This is an optimization exercise on Yosys and OpenROAD, whose aim is small area, not a production implementation. In this exercise RTL edits were held to simulation tests only and were not proved equivalent to the original. Power and IR drop assume default switching activity.

== run 1 ==
==> module main_proj, before the edit <==
module main_proj (
input clk,sw0,sw1,bgreen1,bgreen2,byellow1,byellow2,set,rst,run,
output [7:0] seg1,
output [7:0] seg2,
output [2:0] traffic1,traffic2,
output outyl1,outyl2,
output train1,train2);
reg [4:0] m25;
reg [2:0] ph;
wire m_nz = |m25;
wire m_last = m25[4] & m25[3];           
always @(posedge clk) begin
  if (rst) begin
    m25 <= 5'd0;
    ph  <= 3'd7;
  end else begin
    m25 <= m_last ? 5'd0 : m25 + 5'd1;
    if (~m_nz) ph <= ph + 3'd1;
  end
end
wire tick     = ~m_nz & ph[1] & ph[0];       
wire clk_2hz  = ~ph[0];                      
wire clk_05hz = ~ph[2];                      
wire en = rst | tick;
assign outyl1 = sw0 & clk_05hz;
assign outyl2 = sw0 & clk_05hz;
assign train1 = sw1 & clk_2hz;
assign train2 = sw1 & ~clk_2hz;
reg [7:0] G, Y;
wire yinc = byellow1;
wire ydec = ~byellow1 & byellow2;
wire ginc = ~byellow1 & ~byellow2 & bgreen1;
wire gdec = ~byellow1 & ~byellow2 & ~bgreen1 & bgreen2;
wire step = en & ~rst & set;
wire yi = step & (yinc | ydec), yd = step & ydec;
wire gi = step & (ginc | gdec), gd = step & gdec;
always @(posedge clk) begin
  if (rst) begin
    Y <= 8'd3;
    G <= 8'd7;
  end else begin
    Y <= Y + {{7{yd}}, yi};
    G <= G + {{7{gd}}, gi};
  end
end
wire gz = ~|G[7:1], yz = ~|Y[7:1];
wire g0 = gz & ~G[0], g1 = gz & G[0], g255 = &G;
wire y0 = yz & ~Y[0], y1 = yz & Y[0], y255 = &Y;
wire geqy = (G == Y);
localparam TG = 2'd0, TY = 2'd1, TS = 2'd2, TD = 2'd3;
reg [7:0] c1, c2;
reg [1:0] t1, t2;
wire c1_big = |c1[7:1];
wire c2_big = |c2[7:1];
wire c1_100 = (c1 == 8'd100), c1_88 = (c1 == 8'd88);
wire c2_100 = (c2 == 8'd100), c2_88 = (c2 == 8'd88);
wire [1:0] t1_set = ~set ? TG :
                    ginc ? (y255 ? TS : geqy ? TY : TD) :
                    gdec ? (y1   ? TS : geqy ? TY : TD) : TG;
wire [1:0] t2_set = ~set ? TS :
                    yinc ? (y0 ? TG : g1   ? TY : TD) :
                    ydec ? (y0 ? TG : g255 ? TY : TD) :
                    ginc ? (y1   ? TG : g0 ? TY : TD) :
                    gdec ? (y255 ? TG : g0 ? TY : TD) : TS;
function [1:0] res(input [1:0] t, input y0, input g0, input geqy);
  case (t)
    TG: res = y0 ? 2'd0 : 2'd1;
    TY: res = g0 ? 2'd0 : geqy ? 2'd1 : 2'd2;
    TS: res = 2'd0;
    default: res = 2'd3;
  endcase
endfunction
wire [1:0] r1 = res(t1, y0, g0, geqy);
wire [1:0] r2 = res(t2, y0, g0, geqy);
wire ctl  = ~rst & ~run & ~sw0 & ~set;
wire k1   = en & (rst | run);                  
wire h1   = en & ~rst & ~run & sw0;            
wire dec1 = en & ctl & c1_big & ~(c1_100 | c1_88);
wire cs1  = en & ctl & ~c1_big;                
wire dec2 = en & ctl & c2_big & ~(c2_100 | c2_88);
wire cs2  = en & ctl & ~c2_big;
wire ld1  = en & ~rst & ~run & ~sw0 & (set | c1_big);
wire ld2  = en & ~rst & ~run & ~sw0 & (set | c2_big);
wire a1c  = ~en | dec1;                        
wire a1g  = (ld1 & ~dec1) | (cs1 & (r1 != 2'd1));
wire a1y  = cs1 & (r1 == 2'd1 || r1 == 2'd2);
wire a1i  = cs1 & (r1 == 2'd3);
wire [7:0] L1 = (a1c ? c1 : a1g ? G : 8'd0) + (dec1 ? 8'hFF : a1y ? Y : 8'd0) + {7'd0, a1i};
wire a2c  = ~en | dec2;
wire a2g  = (ld2 & ~dec2) | (cs2 & (r2 != 2'd1));
wire a2y  = (ld2 & ~dec2) | (cs2 & (r2 != 2'd0));
wire a2i  = cs2 & (r2 == 2'd3);
wire [7:0] L2 = (a2c ? c2 : a2g ? G : 8'd0) + (dec2 ? 8'hFF : a2y ? Y : 8'd0) + {7'd0, a2i};
always @(posedge clk) begin
  c1 <= k1 ? 8'd88 : h1 ? 8'd100 : L1;
  c2 <= k1 ? 8'd88 : h1 ? 8'd100 : L2;
end
always @(posedge clk) if (en) begin
  if (rst) begin
    t1 <= TG; t2 <= TS;
  end else if (run | sw0 | set) begin
    t1 <= t1_set; t2 <= t2_set;
  end else begin
    if (~c1_big)
      case (r1)
        2'd1: t1 <= TY;
        2'd2: t1 <= TS;
        default: t1 <= TG;
      endcase
    if (~c2_big)
      case (r2)
        2'd0: t2 <= TG;
        2'd1: t2 <= TY;
        default: t2 <= TS;
      endcase
  end
end
function [7:0] disp(input [7:0] c);
  reg [4:0] v;
  begin
    v = c[4:0];
    if (c == 8'd100) disp = 8'hAA;
    else if (c == 8'd88) disp = 8'h88;
    else if (c[7:5] != 3'd0 || v == 5'd31 || v < 5'd2) disp = 8'h01;
    else if (v >= 5'd30) disp = {4'd3, 4'd0};
    else if (v >= 5'd20) disp = {4'd2, v[3:0] - 4'd4};
    else if (v >= 5'd10) disp = {4'd1, v[3:0] - 4'd10};
    else disp = {4'd0, v[3:0]};
  end
endfunction
assign seg1 = disp(c1);
assign seg2 = disp(c2);
reg st_on;
reg [1:0] st, ns;
reg [7:0] fc;
wire [7:0] tgt = st[0] ? Y : G;
wire lt = fc < tgt;
always @(posedge clk) if (en) begin
  st_on <= ~(rst | run | set | sw0);
  st <= ns;
  if (~st_on) ns <= 2'd0;
  else if (~lt) ns <= st + 2'd1;
end
wire f_ld = en & ~(st_on & lt);
always @(posedge clk)
  fc <= f_ld ? {~st_on, st_on} : fc + {7'd0, en & st_on & lt};
assign traffic1 = {st_on & ~st[1], 1'b0, st_on & (st[1] | st[0])};
assign traffic2 = {st_on & st[1], 1'b0, st_on & (~st[1] | st[0])};
endmodule
export LEC_CHECK = 0
export CAP_MARGIN = 0
export CORE_MARGIN = 2
export CORE_UTILIZATION = 40
export GPL_TIMING_DRIVEN = 0
export SLEW_MARGIN = 0
create_clock -name core_clock -period 8.0 [get_ports {clk}]
standard.sh (not shown) runs the stock make flow with config.mk's settings and CLKGATE_MAP_FILE= SYNTH_SCRIPT=/design/flow/synth_recipe.tcl, a recipe that flattens the netlist after the stock synthesis.
==> flow/flow/run.sh <==
#!/bin/bash
# Own layout flow.
# 1. the standard synthesis (standard.sh synth), unchanged.
# 2. Its combinational logic re-mapped by ABC with five area scripts (one plain, four deepsyn
#    seeds); every register instance is kept as it is. Each result is proven equal to the
#    standard netlist (Yosys equiv, registers paired by name) and the smallest is kept; if none
#    passes, the standard netlist is used.
# 3. The standard layout steps (standard.sh finish) with buf_1 port buffers, one tie cell for
#    the constant outputs, and a clock tree without dummy loads.
# Each tool's output goes to its own log file in this folder.
set -euo pipefail
here=$(pwd)
YOSYS=$(command -v yosys || echo "$FLOW_HOME/../tools/install/yosys/bin/yosys")
R=$here/orfs/results/$FLOW_PLATFORM/main_proj/base
LIB=$FLOW_HOME/platforms/$FLOW_PLATFORM/lib/sky130_fd_sc_hd__tt_025C_1v80.lib

bash standard.sh synth > $here/1_standard_synth.log 2>&1
cp $R/1_2_yosys.v $here/1_2_yosys_standard.v
export RESYN_LIB=$LIB RESYN_IN=$here/1_2_yosys_standard.v

for c in a s1 s2 s3 s4; do
  ( export RESYN_OUT=$here/1_2_yosys_resyn_$c.v RESYN_ABC=$here/flow/abc_$c.scr RESYN_AREA=$here/area_$c.txt
    if "$YOSYS" -c $here/flow/resyn.tcl > $here/2_resyn_$c.log 2>&1 && \
       "$YOSYS" -c $here/flow/eqv.tcl > $here/3_resyn_equiv_$c.log 2>&1 && \
       "$YOSYS" -c $here/flow/area.tcl > $here/3_area_$c.log 2>&1; then
      echo ok > $here/resyn_ok_$c
    fi ) &
done
wait

best=""; bestarea=""
for c in a s1 s2 s3 s4; do
  [[ -f $here/resyn_ok_$c ]] || continue
  a=$(grep -oE "Chip area for module '.main_proj': [0-9.]+" $here/area_$c.txt | awk '{print $NF}')
  [[ -n "$a" ]] || continue
  if [[ -z "$bestarea" ]] || awk -v x="$a" -v y="$bestarea" 'BEGIN{exit !(x<y)}'; then best=$c; bestarea=$a; fi
done
if [[ -n "$best" ]]; then
  cp $here/1_2_yosys_resyn_$best.v $R/1_2_yosys.v
  echo "using re-mapped netlist $best ($bestarea um2)" > $here/resyn_choice.txt
else
  echo "using standard netlist" > $here/resyn_choice.txt
fi
rm -f $R/1_synth.odb $R/1_synth.sdc
touch $R/1_2_yosys.v

bash standard.sh finish \
  "BUFFER_PORTS_ARGS=-buffer_cell sky130_fd_sc_hd__buf_1" \
  "CTS_ARGS=-sink_clustering_enable -repair_clock_nets -dont_use_dummy_load -buf_list sky130_fd_sc_hd__clkbuf_4" \
  "SKIP_REPAIR_TIE_FANOUT=1" \
  > $here/4_standard_finish.log 2>&1
Other scripts of this flow, unchanged in this note and not shown: flow/flow/abc_a.scr, flow/flow/abc_s1.scr, flow/flow/abc_s2.scr, flow/flow/abc_s3.scr, flow/flow/abc_s4.scr, flow/flow/area.tcl, flow/flow/eqv.tcl, flow/flow/resyn.tcl
Both conditions hold for run 1: the flow ran to the end and the final layout passed the timing, DRC and antenna checks.
Changes in run 2 relative to run 1:
-- flow/design.v --
<<< run 1, line 14
  if (rst) begin
    m25 <= 5'd0;
    ph  <= 3'd7;
  end else begin
    m25 <= m_last ? 5'd0 : m25 + 5'd1;
    if (~m_nz) ph <= ph + 3'd1;
  end
end
wire tick     = ~m_nz & ph[1] & ph[0];       
wire clk_2hz  = ~ph[0];                      
wire clk_05hz = ~ph[2];                      
wire en = rst | tick;
assign outyl1 = sw0 & clk_05hz;
>>> run 2, line 14
  if (rst) begin
    m25 <= 5'd0;
    ph  <= 3'd0;
  end else begin
    m25 <= m_last ? 5'd0 : m25 + 5'd1;
    if (m_last) ph <= ph + 3'd1;
  end
end
wire tick     = ~m_nz & ~ph[1] & ~ph[0];          
wire clk_2hz  = ph[0] ^ m_nz;                     
wire clk_05hz = ph[2] ^ (ph[1] | ph[0] | m_nz);   
wire en = rst | tick;
assign outyl1 = sw0 & clk_05hz;
==> notes.md <==
Per the comparison of run 2 with run 1, clock share of power increased 0.6 points; first-pass GRT wire length increased 640 microns; width of the die essentially unchanged; utilization of the core after routing essentially unchanged.
The capturing element of the worst setup path comes out c1[7] in one run and c2[7] in the other, namely in run 2 and run 1 respectively.
Effective utilization at floorplan: run 2 vs run 1 — no meaningful difference
Against run 1, wire length in run 2 rose by a few percent.
Smallest setup slack after layout, run 1 and run 2, higher one = run 1.
The fill cell total of the finished layout in run 2 sits 4.2% above the value recorded for run 1.
Lower multi-input combinational cell area was reported by run 1, not run 2.
Comparing proportion of power drawn by combinational gates for run 1 and run 2, the bigger number came from run 1.
Delta (run 2 minus run 1): share of cells above drive strength 1 comparable, switching power share of the total grew by 0.51 points.
Finished layout cell area: run 2 vs run 1, no meaningful difference
Total power of run 2 falls short of that of run 1 by a few percent.

== trial 83 ==
The RTL this note starts from:
==> flow/design.v <==
`timescale 1ns / 1ps
module main_proj (
input clk,sw0,sw1,bgreen1,bgreen2,byellow1,byellow2,set,rst,run,
output [7:0] seg1,
output [7:0] seg2,
output [2:0] traffic1,traffic2,
output outyl1,outyl2,
output train1,train2);
reg [4:0] m25;
reg [2:0] ph;
wire m_nz = |m25;
wire m_last = m25[4] & m25[3];           
always @(posedge clk) begin
  if (rst) begin
    m25 <= 5'd0;
    ph  <= 3'd0;
  end else begin
    m25 <= m_last ? 5'd0 : m25 + 5'd1;
    if (m_last) ph <= ph + 3'd1;
  end
end
wire tick     = ~m_nz & ~ph[1] & ~ph[0];          
wire clk_2hz  = ph[0] ^ m_nz;                     
wire clk_05hz = ph[2] ^ (ph[1] | ph[0] | m_nz);   
wire en = rst | tick;
assign outyl1 = sw0 & clk_05hz;
assign outyl2 = sw0 & clk_05hz;
assign train1 = sw1 & clk_2hz;
assign train2 = sw1 & ~clk_2hz;
reg [7:0] G, Y;
wire yinc = byellow1;
wire ydec = ~byellow1 & byellow2;
wire ginc = ~byellow1 & ~byellow2 & bgreen1;
wire gdec = ~byellow1 & ~byellow2 & ~bgreen1 & bgreen2;
wire step = en & ~rst & set;
wire yi = step & (yinc | ydec), yd = step & ydec;
wire gi = step & (ginc | gdec), gd = step & gdec;
always @(posedge clk) begin
  if (rst) begin
    Y <= 8'd3;
    G <= 8'd7;
  end else begin
    Y <= Y + {{7{yd}}, yi};
    G <= G + {{7{gd}}, gi};
  end
end
wire gz = ~|G[7:1], yz = ~|Y[7:1];
wire g0 = gz & ~G[0], g1 = gz & G[0], g255 = &G;
wire y0 = yz & ~Y[0], y1 = yz & Y[0], y255 = &Y;
wire geqy = (G == Y);
localparam TG = 2'd0, TY = 2'd2, TS = 2'd1, TD = 2'd3;
reg [7:0] c1, c2;
reg [1:0] t1, t2;
wire c1_big = |c1[7:1];
wire c2_big = |c2[7:1];
wire c1_100 = (c1 == 8'd100), c1_88 = (c1 == 8'd88);
wire c2_100 = (c2 == 8'd100), c2_88 = (c2 == 8'd88);
wire [1:0] t1_set = ~set ? TG :
                    ginc ? (y255 ? TS : geqy ? TY : TD) :
                    gdec ? (y1   ? TS : geqy ? TY : TD) : TG;
wire [1:0] t2_set = ~set ? TS :
                    yinc ? (y0 ? TG : g1   ? TY : TD) :
                    ydec ? (y0 ? TG : g255 ? TY : TD) :
                    ginc ? (y1   ? TG : g0 ? TY : TD) :
                    gdec ? (y255 ? TG : g0 ? TY : TD) : TS;
function [1:0] res(input [1:0] t, input y0, input g0, input geqy);
  case (t)
    TG: res = y0 ? 2'd0 : 2'd1;
    TY: res = g0 ? 2'd0 : geqy ? 2'd1 : 2'd2;
    TS: res = 2'd0;
    default: res = 2'd3;
  endcase
endfunction
wire [1:0] r1 = res(t1, y0, g0, geqy);
wire [1:0] r2 = res(t2, y0, g0, geqy);
wire ctl  = ~rst & ~run & ~sw0 & ~set;
wire k1   = en & (rst | run);                  
wire h1   = en & ~rst & ~run & sw0;            
wire dec1 = en & ctl & c1_big & ~(c1_100 | c1_88);
wire cs1  = en & ctl & ~c1_big;                
wire dec2 = en & ctl & c2_big & ~(c2_100 | c2_88);
wire cs2  = en & ctl & ~c2_big;
wire ld1  = en & ~rst & ~run & ~sw0 & (set | c1_big);
wire ld2  = en & ~rst & ~run & ~sw0 & (set | c2_big);
wire a1c  = ~en | dec1;                        
wire a1g  = (ld1 & ~dec1) | (cs1 & (r1 != 2'd1));
wire a1y  = cs1 & (r1 == 2'd1 || r1 == 2'd2);
wire a1i  = cs1 & (r1 == 2'd3);
wire [7:0] L1 = (a1c ? c1 : a1g ? G : 8'd0) + (dec1 ? 8'hFF : a1y ? Y : 8'd0) + {7'd0, a1i};
wire a2c  = ~en | dec2;
wire a2g  = (ld2 & ~dec2) | (cs2 & (r2 != 2'd1));
wire a2y  = (ld2 & ~dec2) | (cs2 & (r2 != 2'd0));
wire a2i  = cs2 & (r2 == 2'd3);
wire [7:0] L2 = (a2c ? c2 : a2g ? G : 8'd0) + (dec2 ? 8'hFF : a2y ? Y : 8'd0) + {7'd0, a2i};
always @(posedge clk) begin
  c1 <= k1 ? 8'd88 : h1 ? 8'd100 : L1;
  c2 <= k1 ? 8'd88 : h1 ? 8'd100 : L2;
end
always @(posedge clk) if (en) begin
  if (rst) begin
    t1 <= TG; t2 <= TS;
  end else if (run | sw0 | set) begin
    t1 <= t1_set; t2 <= t2_set;
  end else begin
    if (~c1_big)
      case (r1)
        2'd1: t1 <= TY;
        2'd2: t1 <= TS;
        default: t1 <= TG;
      endcase
    if (~c2_big)
      case (r2)
        2'd0: t2 <= TG;
        2'd1: t2 <= TY;
        default: t2 <= TS;
      endcase
  end
end
function [7:0] disp(input [7:0] c);
  reg [4:0] v;
  begin
    v = c[4:0];
    if (c == 8'd100) disp = 8'hAA;
    else if (c == 8'd88) disp = 8'h88;
    else if (c[7:5] != 3'd0 || v == 5'd31 || v < 5'd2) disp = 8'h01;
    else if (v >= 5'd30) disp = {4'd3, 4'd0};
    else if (v >= 5'd20) disp = {4'd2, v[3:0] - 4'd4};
    else if (v >= 5'd10) disp = {4'd1, v[3:0] - 4'd10};
    else disp = {4'd0, v[3:0]};
  end
endfunction
assign seg1 = disp(c1);
assign seg2 = disp(c2);
reg st_on;
reg [1:0] st, ns;
reg [7:0] fc;
wire [7:0] tgt = st[0] ? Y : G;
wire lt = fc < tgt;
always @(posedge clk) if (en) begin
  st_on <= ~(rst | run | set | sw0);
  st <= ns;
  if (~st_on) ns <= 2'd0;
  else if (~lt) ns <= st + 2'd1;
end
wire f_ld = en & ~(st_on & lt);
always @(posedge clk)
  fc <= f_ld ? {~st_on, st_on} : fc + {7'd0, en & st_on & lt};
assign traffic1 = {st_on & ~st[1], 1'b0, st_on & (st[1] | st[0])};
assign traffic2 = {st_on & st[1], 1'b0, st_on & (~st[1] | st[0])};
endmodule
Settings: LEC_CHECK=0, CAP_MARGIN=0, CORE_MARGIN=2, CORE_UTILIZATION=40, GPL_TIMING_DRIVEN=0, SLEW_MARGIN=0; clock period 8.0 ns.
==> flow/flow/run.sh <==
#!/bin/bash
# Own layout flow: the standard synthesis; then its combinational logic re-mapped by ABC with
# a few area scripts (one plain, four deepsyn seeds) (registers untouched), each proven equal to the standard netlist, and the
# smallest kept; then the standard layout steps, with small port buffers and a clock tree
# without dummy loads.
set -euo pipefail
here=$(pwd)
YOSYS=$(command -v yosys || echo "$FLOW_HOME/../tools/install/yosys/bin/yosys")
R=$here/orfs/results/$FLOW_PLATFORM/main_proj/base
LIB=$FLOW_HOME/platforms/$FLOW_PLATFORM/lib/sky130_fd_sc_hd__tt_025C_1v80.lib

bash standard.sh synth > $here/1_standard_synth.log 2>&1
cp $R/1_2_yosys.v $here/1_2_yosys_standard.v
export RESYN_LIB=$LIB RESYN_IN=$here/1_2_yosys_standard.v

for c in a s1 s2 s3 s4; do
  ( export RESYN_OUT=$here/1_2_yosys_resyn_$c.v RESYN_ABC=$here/flow/abc_$c.scr RESYN_AREA=$here/area_$c.txt
    if "$YOSYS" -c $here/flow/resyn.tcl > $here/2_resyn_$c.log 2>&1 && \
       "$YOSYS" -c $here/flow/eqv.tcl > $here/3_resyn_equiv_$c.log 2>&1 && \
       "$YOSYS" -c $here/flow/area.tcl > $here/3_area_$c.log 2>&1; then
      echo ok > $here/resyn_ok_$c
    fi ) &
done
wait

best=""; bestarea=""
for c in a s1 s2 s3 s4; do
  [[ -f $here/resyn_ok_$c ]] || continue
  a=$(grep -oE "Chip area for module '.main_proj': [0-9.]+" $here/area_$c.txt | awk '{print $NF}')
  [[ -n "$a" ]] || continue
  if [[ -z "$bestarea" ]] || awk -v x="$a" -v y="$bestarea" 'BEGIN{exit !(x<y)}'; then best=$c; bestarea=$a; fi
done
if [[ -n "$best" ]]; then
  cp $here/1_2_yosys_resyn_$best.v $R/1_2_yosys.v
  echo "using re-mapped netlist $best ($bestarea um2)" > $here/resyn_choice.txt
else
  echo "using standard netlist" > $here/resyn_choice.txt
fi
rm -f $R/1_synth.odb $R/1_synth.sdc
touch $R/1_2_yosys.v

bash standard.sh finish \
  "BUFFER_PORTS_ARGS=-buffer_cell sky130_fd_sc_hd__buf_1" \
  "CTS_ARGS=-sink_clustering_enable -repair_clock_nets -dont_use_dummy_load -buf_list sky130_fd_sc_hd__clkbuf_4" \
  > $here/4_standard_finish.log 2>&1
Other scripts of this flow, unchanged in this note and not shown: flow/flow/abc_a.scr, flow/flow/abc_s1.scr, flow/flow/abc_s2.scr, flow/flow/abc_s3.scr, flow/flow/abc_s4.scr, flow/flow/area.tcl, flow/flow/eqv.tcl, flow/flow/resyn.tcl
[inputs] build 40 vs trial 83
--- a/flow/design.v
+++ b/flow/design.v
@@ -49,5 +49,5 @@
 wire y0 = yz & ~Y[0], y1 = yz & Y[0], y255 = &Y;
 wire geqy = (G == Y);
-localparam TG = 2'd0, TY = 2'd2, TS = 2'd1, TD = 2'd3;
+localparam TG = 2'd0, TY = 2'd1, TS = 2'd2, TD = 2'd3;
 reg [7:0] c1, c2;
 reg [1:0] t1, t2;
==> comparison <==
- Side by side, final instance area turned out lower in build 40 than in trial 83.
- Going from trial 83 to build 40, clock power shrank by a few percent.
- Summary: with trial 83 as the reference, wire length in build 40 moved up slightly.
- Summary of build 40 over trial 83: fraction of layout instances using a drive strength above 1 essentially unchanged, wire length on met3 went up.

-- separate check: timing with driven ports --
In the flow no input, the clock included, has a driving cell. The finished layouts below were timed again as built, in two steps. Step 1 sets driving cells, clkbuf_16 on the clock port and buf_2 on the other inputs (assumed; they add their load-dependent delay and slew). Step 2, shift: input delay + t, output delay - t, t = (earliest + latest rising clock arrival at the registers) / 2. This alone moves slack from input paths to output paths. a / b / c = no drivers / after step 1 / after step 2; a / b = the first two.
| run | t, ns | slack for setup (ns) | hold slack, ns | latest minus earliest clock arrival (ns) | cell pins on the clock port's net |
|---|---|---|---|---|---|
| run 1 | 0.428 | 2.098 / 2.105 / 1.677 | 0.431 / 0.431 / 0.431 | 0.023 / 0.023 | 1 |
| run 2 | 0.429 | 0.900 / 0.912 / 0.483 | 0.426 / 0.426 / 0.426 | 0.028 / 0.028 | 1 |
| trial 83 | 0.444 | 0.834 / 0.844 / 0.400 | 0.433 / 0.433 / 0.433 | 0.020 / 0.021 | 1 |
| build 40 | 0.430 | 0.972 / 0.983 / 0.553 | 0.426 / 0.426 / 0.426 | 0.029 / 0.029 | 1 |
After both steps every run listed still meets setup and hold. The setup slack of trial 83, which loses most, moves by +0.010 ns with the drivers and by -0.434 ns with both steps.
